What follows belongs to an exercise in optimizing a design on an open flow for small area; a production flow would make more cautious choices.
RTL that was checked went through simulation tests only; none was proved equivalent to the original.
Power is estimated from default activity; no workload was simulated.

## blinking_led
module blinking_led
   #(parameter W = 4)
   (
    input  logic clk,
    input  logic reset,
    input  logic cs,
    input  logic read,
    input  logic write,
    input  logic [4:0] addr,
    input  logic [31:0] wr_data,
    output logic [31:0] rd_data,
    output logic [W-1:0] led_out
   );
   logic        we;
   logic [26:0] tnew;
   assign we   = cs && write && (addr[4:2] == 3'd0);
   logic [26:0] x, y;
   assign x    = wr_data[26:0];
   assign tnew = y;
   logic s1;
   logic c2;
   logic s3;
   logic c4;
   logic s5;
   logic c6;
   logic s7;
   logic c8;
   logic s9;
   logic c10;
   logic s11;
   logic c12;
   logic s13;
   logic c14;
   logic s15;
   logic c16;
   logic s17;
   logic c18;
   logic s19;
   logic c20;
   logic s21;
   logic c22;
   logic s23;
   logic c24;
   logic s25;
   logic c26;
   logic s27;
   logic c28;
   logic s29;
   logic c30;
   logic s31;
   logic c32;
   logic s33;
   logic c34;
   logic s35;
  ...
export LEC_CHECK = 0
export CAP_MARGIN = 20
export CORE_MARGIN = 2
export CORE_UTILIZATION = 60
export CTS_BUF_LIST = sky130_fd_sc_hd__clkbuf_16
export CTS_CLUSTER_DIAMETER = 100
export CTS_CLUSTER_SIZE = 30
export SLEW_MARGIN = 20
create_clock -name core_clock -period 10.0 [get_ports {clk}]
run.sh (not shown) runs the stock make flow with config.mk's settings and CLKGATE_MAP_FILE= SYNTH_SCRIPT=/design/flow/synth_recipe.tcl, a recipe that flattens the netlist after the stock synthesis.
==> next run, changes <==
==> flow/flow/run.sh (new file) <==
#!/bin/bash
# Own layout flow: the standard flow (standard synthesis unchanged), with
#  - the port buffers made of the smallest buffer cell (buf_1) instead of the flow's pick;
#  - no dummy loads in the clock tree.
set -euo pipefail
bash standard.sh \
  "BUFFER_PORTS_ARGS=-buffer_cell sky130_fd_sc_hd__buf_1" \
  finish > flow_make.log 2>&1
==> flow/standard.sh (new file) <==
#!/bin/bash
# synth_recipe.tcl (not shown) runs the flow's synth.tcl, then flattens the netlist and writes it again
# the make line also repeats each setting of config.mk as NAME=value (left out here)
make -C /OpenROAD-flow-scripts/flow DESIGN_CONFIG=/design/flow/config.mk WORK_HOME=/design/flow/orfs CLKGATE_MAP_FILE= SYNTH_SCRIPT=/design/flow/synth_recipe.tcl "${@:-finish}"
Settings changed: CORE_UTILIZATION 60 to 40, CTS_CLUSTER_SIZE 30 to 25.
removed: flow/run.sh
Cell area came out lower slightly.
Worst setup slack improved by 0.29 ns.
Wire length came out higher slightly.
Fmax came out higher by a few percent.
No functional check of the RTL was part of any run of this note.

Another version of the RTL of blinking_led (not shown whole).
Size: ~1,100 cells after synthesis, about 240 flip-flops, ~78 I/O pins, about 13,000 um^2 of cells after synthesis.
clock: 10.0 ns
lec_check: 0
cap_margin: 20
core_margin: 2
core_utilization: 40
cts_buf_list: sky130_fd_sc_hd__clkbuf_2 sky130_fd_sc_hd__clkbuf_4 sky130_fd_sc_hd__clkbuf_8
cts_cluster_size: 20
slew_margin: 20
Stock flow here: none of the scripts above is used.
Next try:
Settings changed: CTS_BUF_LIST sky130_fd_sc_hd__clkbuf_2 sky130_fd_sc_hd__clkbuf_4 sky130_fd_sc_hd__clkbuf_8 to default, CTS_CLUSTER_SIZE 20 to default.
After rerunning: The new run passed the timing, design-rule and antenna checks; sequential share of layout area hardly moves; setup slack loses 0.022 ns; power rose slightly; wire length fell slightly; area after synthesis is unchanged; global-route usage fell by 0.32 points.
Next try:
Settings changed: CTS_BUF_LIST from default to sky130_fd_sc_hd__clkbuf_16, CTS_CLUSTER_DIAMETER from default to 100, CTS_CLUSTER_SIZE from default to 25.
Fmax hardly moves.
Die area is unchanged.
Sequential cell count is unchanged.
Final cell count came out lower by 1.6%.
Wire length falls by 1.6%.
Clock-buffer cell count is lower by 23.
Hold slack improved by 0.0055 ns.
Cell area fell by 3.4%.
Area after synthesis stays the same.
No run of this note included a check of the RTL's function; only the layout flow was run.

## JK
Starting RTL as in the previous note.
make LEC_CHECK=0 CAP_MARGIN=20 CORE_MARGIN=2 CORE_UTILIZATION=40 CTS_BUF_LIST=sky130_fd_sc_hd__clkbuf_4 SLEW_MARGIN=20 finish   # period 10.0 ns
Per the final summary, JK finished and its layout is clean on timing, DRC and antenna.
Modified inputs, MS compared to JK
-- flow/config.mk --
<<< JK, line 9
export CORE_MARGIN = 2
export CORE_UTILIZATION = 40
export CTS_BUF_LIST = sky130_fd_sc_hd__clkbuf_4
export SLEW_MARGIN = 20
>>> MS, line 9
export CORE_MARGIN = 2
export CORE_UTILIZATION = 40
export CTS_BUF_LIST = sky130_fd_sc_hd__clkbuf_8
export CTS_CLUSTER_DIAMETER = 80
export CTS_CLUSTER_SIZE = 18
export SLEW_MARGIN = 20
==> comparison <==
Comparing MS and JK, portion of total power attributed to combinational logic is lower on JK.
Diff JK -> MS: routed length on met1 saw a decrease; number of H-tree levels lower.
| worst-case hold slack | MS vs JK | better |
JK has a higher net count reported at finish than MS.
Comparing MS and JK, the higher global-route usage is on JK.
Compared with JK, MS degrades worst path setup slack after routing.
Area of all placed cells without fillers, MS and JK, higher one = JK.
No run of this note included a check of the RTL's function; only the layout flow was run.

Another version of the RTL of blinking_led (not shown whole).
## blinking_led
module blinking_led
   #(parameter W = 4)
   (
    input  logic clk,
    input  logic reset,
    input  logic cs,
    input  logic read,
    input  logic write,
    input  logic [4:0] addr,
    input  logic [31:0] wr_data,
    output logic [31:0] rd_data,
    output logic [W-1:0] led_out
   );
   logic        we;
   logic [26:0] tnew;
   assign we   = cs && write && (addr[4:2] == 3'd0);
   logic [26:0] x, y;
   assign x    = wr_data[26:0];
   assign tnew = y;
   logic s1;
   logic c2;
   logic s3;
   logic c4;
   logic s5;
   logic c6;
   logic s7;
   logic c8;
   logic s9;
   logic c10;
   logic s11;
   logic c12;
   logic s13;
   logic c14;
   logic s15;
   logic c16;
   logic s17;
   logic c18;
   logic s19;
   logic c20;
   logic s21;
   logic c22;
   logic s23;
   logic c24;
   logic s25;
   logic c26;
   logic s27;
   logic c28;
   logic s29;
   logic c30;
   logic s31;
   logic c32;
   logic s33;
   logic c34;
   logic s35;
   logic c36;
   logic s37;
   logic c38;
   logic s39;
   logic c40;
   logic s41;
   logic c42;
   logic s43;
   logic c44;
   logic s45;
   logic c46;
   logic s47;
   logic c48;
   logic s49;
   logic c50;
   logic s51;
   logic c52;
   logic s53;
   logic c54;
   logic s55;
   logic c56;
   logic s57;
   logic c58;
   logic s59;
   logic c60;
   logic s61;
   logic c62;
   logic s63;
   logic c64;
   logic s65;
   logic c66;
   logic s67;
   logic c68;
   logic s69;
   logic c70;
   logic s71;
   logic c72;
   logic s73;
   logic c74;
   logic s75;
   logic c76;
   logic s77;
   logic c78;
   logic s79;
   logic c80;
   logic s81;
   logic c82;
   logic s83;
   logic c84;
   logic s85;
   logic c86;
   logic s87;
   logic c88;
   logic s89;
   logic c90;
   logic s91;
   logic c92;
   logic s93;
   logic c94;
   logic s95;
   logic c96;
   logic s97;
   logic c98;
   logic s99;
   logic c100;
   logic s101;
   logic c102;
   logic s103;
   logic c104;
   logic s105;
   logic c106;
   logic s107;
   logic c108;
  ...
Settings: LEC_CHECK=0, CAP_MARGIN=20, CORE_MARGIN=2, CORE_UTILIZATION=40, SLEW_MARGIN=20; clock period 10.0 ns.
standard.sh (not shown) runs the stock make flow with config.mk's settings and CLKGATE_MAP_FILE= SYNTH_SCRIPT=/design/flow/synth_recipe.tcl, a recipe that flattens the netlist after the stock synthesis.
==> flow/flow/run.sh <==
#!/bin/bash
# Own layout flow: the standard flow with the standard synthesis unchanged, plus
#  - polopt.py: after synthesis, the full adders' polarities are chosen so that fewer
#    inverters sit between them (same logic function, same registers);
#  - the port buffers made of the smallest buffer cell (buf_1) instead of the flow's pick;
#  - tiemerge.tcl: after global placement, one tie cell drives all the constant-0 output
#    ports instead of one tie cell per port;
#  - the clock tree built from clkbuf_16 in clusters of up to 25 sinks, without dummy loads.
# Each tool's output goes to a log file of its own in this folder.
set -euo pipefail
R="$PWD/orfs/results/$FLOW_PLATFORM/blinking_led/base"
ARGS=(
  "BUFFER_PORTS_ARGS=-buffer_cell sky130_fd_sc_hd__buf_1"
  "CTS_ARGS=-sink_clustering_enable -repair_clock_nets -sink_clustering_size 31 -sink_clustering_max_diameter 120 -buf_list sky130_fd_sc_hd__clkbuf_16 -root_buf sky130_fd_sc_hd__clkbuf_2 -tree_buf sky130_fd_sc_hd__clkbuf_2 -dont_use_dummy_load"
)
bash standard.sh "$R/1_2_yosys.v" > make_synth.log 2>&1
cp "$R/1_2_yosys.v" "$R/1_2_yosys_standard.v"
python3 flow/polopt.py "$R/1_2_yosys_standard.v" "$R/1_2_yosys.v" > polopt.log 2>&1
bash standard.sh "${ARGS[@]}" "$R/3_3_place_gp.odb" > make_place.log 2>&1
TIE_DB="$R/3_3_place_gp.odb" openroad -no_init -exit flow/tiemerge.tcl > tiemerge.log 2>&1
bash standard.sh "${ARGS[@]}" finish > make_finish.log 2>&1
Other scripts of this flow, unchanged in this note and not shown: flow/flow/polopt.py, flow/flow/tiemerge.tcl
The first run went through all stages and came out clean.
Change:
--- a/flow/flow/run.sh
+++ b/flow/flow/run.sh
@@ -12,5 +12,5 @@
 ARGS=(
   "BUFFER_PORTS_ARGS=-buffer_cell sky130_fd_sc_hd__buf_1"
-  "CTS_ARGS=-sink_clustering_enable -repair_clock_nets -sink_clustering_size 31 -sink_clustering_max_diameter 120 -buf_list sky130_fd_sc_hd__clkbuf_16 -root_buf sky130_fd_sc_hd__clkbuf_2 -tree_buf sky130_fd_sc_hd__clkbuf_2 -dont_use_dummy_load"
+  "CTS_ARGS=-sink_clustering_enable -repair_clock_nets -sink_clustering_size 25 -sink_clustering_max_diameter 100 -buf_list sky130_fd_sc_hd__clkbuf_16 -root_buf sky130_fd_sc_hd__clkbuf_4 -tree_buf sky130_fd_sc_hd__clkbuf_4 -dont_use_dummy_load"
 )
 bash standard.sh "$R/1_2_yosys.v" > make_synth.log 2>&1
Effect:
- wire length hardly moves
- non-clock buffer count stays the same
- maximum frequency fell by 1.0%
Change:
--- a/flow/flow/run.sh
+++ b/flow/flow/run.sh
@@ -12,5 +12,5 @@
 ARGS=(
   "BUFFER_PORTS_ARGS=-buffer_cell sky130_fd_sc_hd__buf_1"
-  "CTS_ARGS=-sink_clustering_enable -repair_clock_nets -sink_clustering_size 25 -sink_clustering_max_diameter 100 -buf_list sky130_fd_sc_hd__clkbuf_16 -root_buf sky130_fd_sc_hd__clkbuf_4 -tree_buf sky130_fd_sc_hd__clkbuf_4 -dont_use_dummy_load"
+  "CTS_ARGS=-sink_clustering_enable -repair_clock_nets -sink_clustering_size 20 -sink_clustering_max_diameter 60 -buf_list sky130_fd_sc_hd__clkbuf_8 -dont_use_dummy_load"
 )
 bash standard.sh "$R/1_2_yosys.v" > make_synth.log 2>&1
What happened:
- The new run finished clean
- design area hardly moves
- setup slack is better by 0.026 ns
- flip-flop and latch count does not change
- routed wire length climbs by 1.2%
- synthesized cell count does not change
- power climbs by about 0.4%
- sequential power is about the same
- combinational power is about the same
- global-route usage climbs by 0.17 points
- cell count climbs by about 0.5%
- via count climbs by about 0.33%

## separate check: timing with driven ports
The results above use ideal ports. As a check the final layouts listed here were re-extracted and re-timed, cells and wires unchanged. Step 1, drivers: a clkbuf_16 drives clk and a buf_2 each remaining input, both assumed. Step 2 also shifts input and output timing later by t, the mid clock arrival at the registers, as if the neighbouring blocks saw the same clock. a / b / c = ideal / step 1 / step 2; a / b = the first two.
| run | t (ns) | setup slack, ns | latest minus earliest clock arrival (ns) | worst slew at a driven data input, ns | cell pins on the clock port's net |
|---|---|---|---|---|---|
| the first run of note 1 | 0.511 | 0.405 / 0.426 / -0.085 | 0.029 / 0.030 | 0.03 | 1 |
| the second run of note 1 | 0.514 | 0.694 / 0.716 / 0.201 | 0.015 / 0.015 | 0.10 | 1 |
| the first run of note 2 | 0.568 | 0.398 / 0.420 / -0.148 | 0.022 / 0.022 | 0.04 | 1 |
| the second run of note 2 | 0.563 | 0.377 / 0.403 / -0.160 | 0.013 / 0.014 | 0.04 | 1 |
| the third run of note 2 | 0.528 | 0.351 / 0.377 / -0.150 | 0.019 / 0.019 | 0.04 | 1 |
| JK | 0.678 | 0.482 / 0.501 / -0.177 | 0.039 / 0.039 | 0.04 | 1 |
| MS | 0.563 | 0.409 / 0.428 / -0.135 | 0.041 / 0.040 | 0.04 | 1 |
| the first run of note 4 | 0.730 | 0.414 / 0.437 / -0.293 | 0.019 / 0.019 | 0.03 | 1 |
| the second run of note 4 | 0.646 | 0.313 / 0.334 / -0.312 | 0.030 / 0.030 | 0.03 | 1 |
| the third run of note 4 | 0.560 | 0.339 / 0.359 / -0.201 | 0.057 / 0.058 | 0.03 | 1 |
With both steps, setup timing fails in 9 of these runs, where it was met with ideal ports. The setup slack of the first run of note 4, which loses most, moves by +0.023 ns with the drivers and by -0.707 ns with both steps.
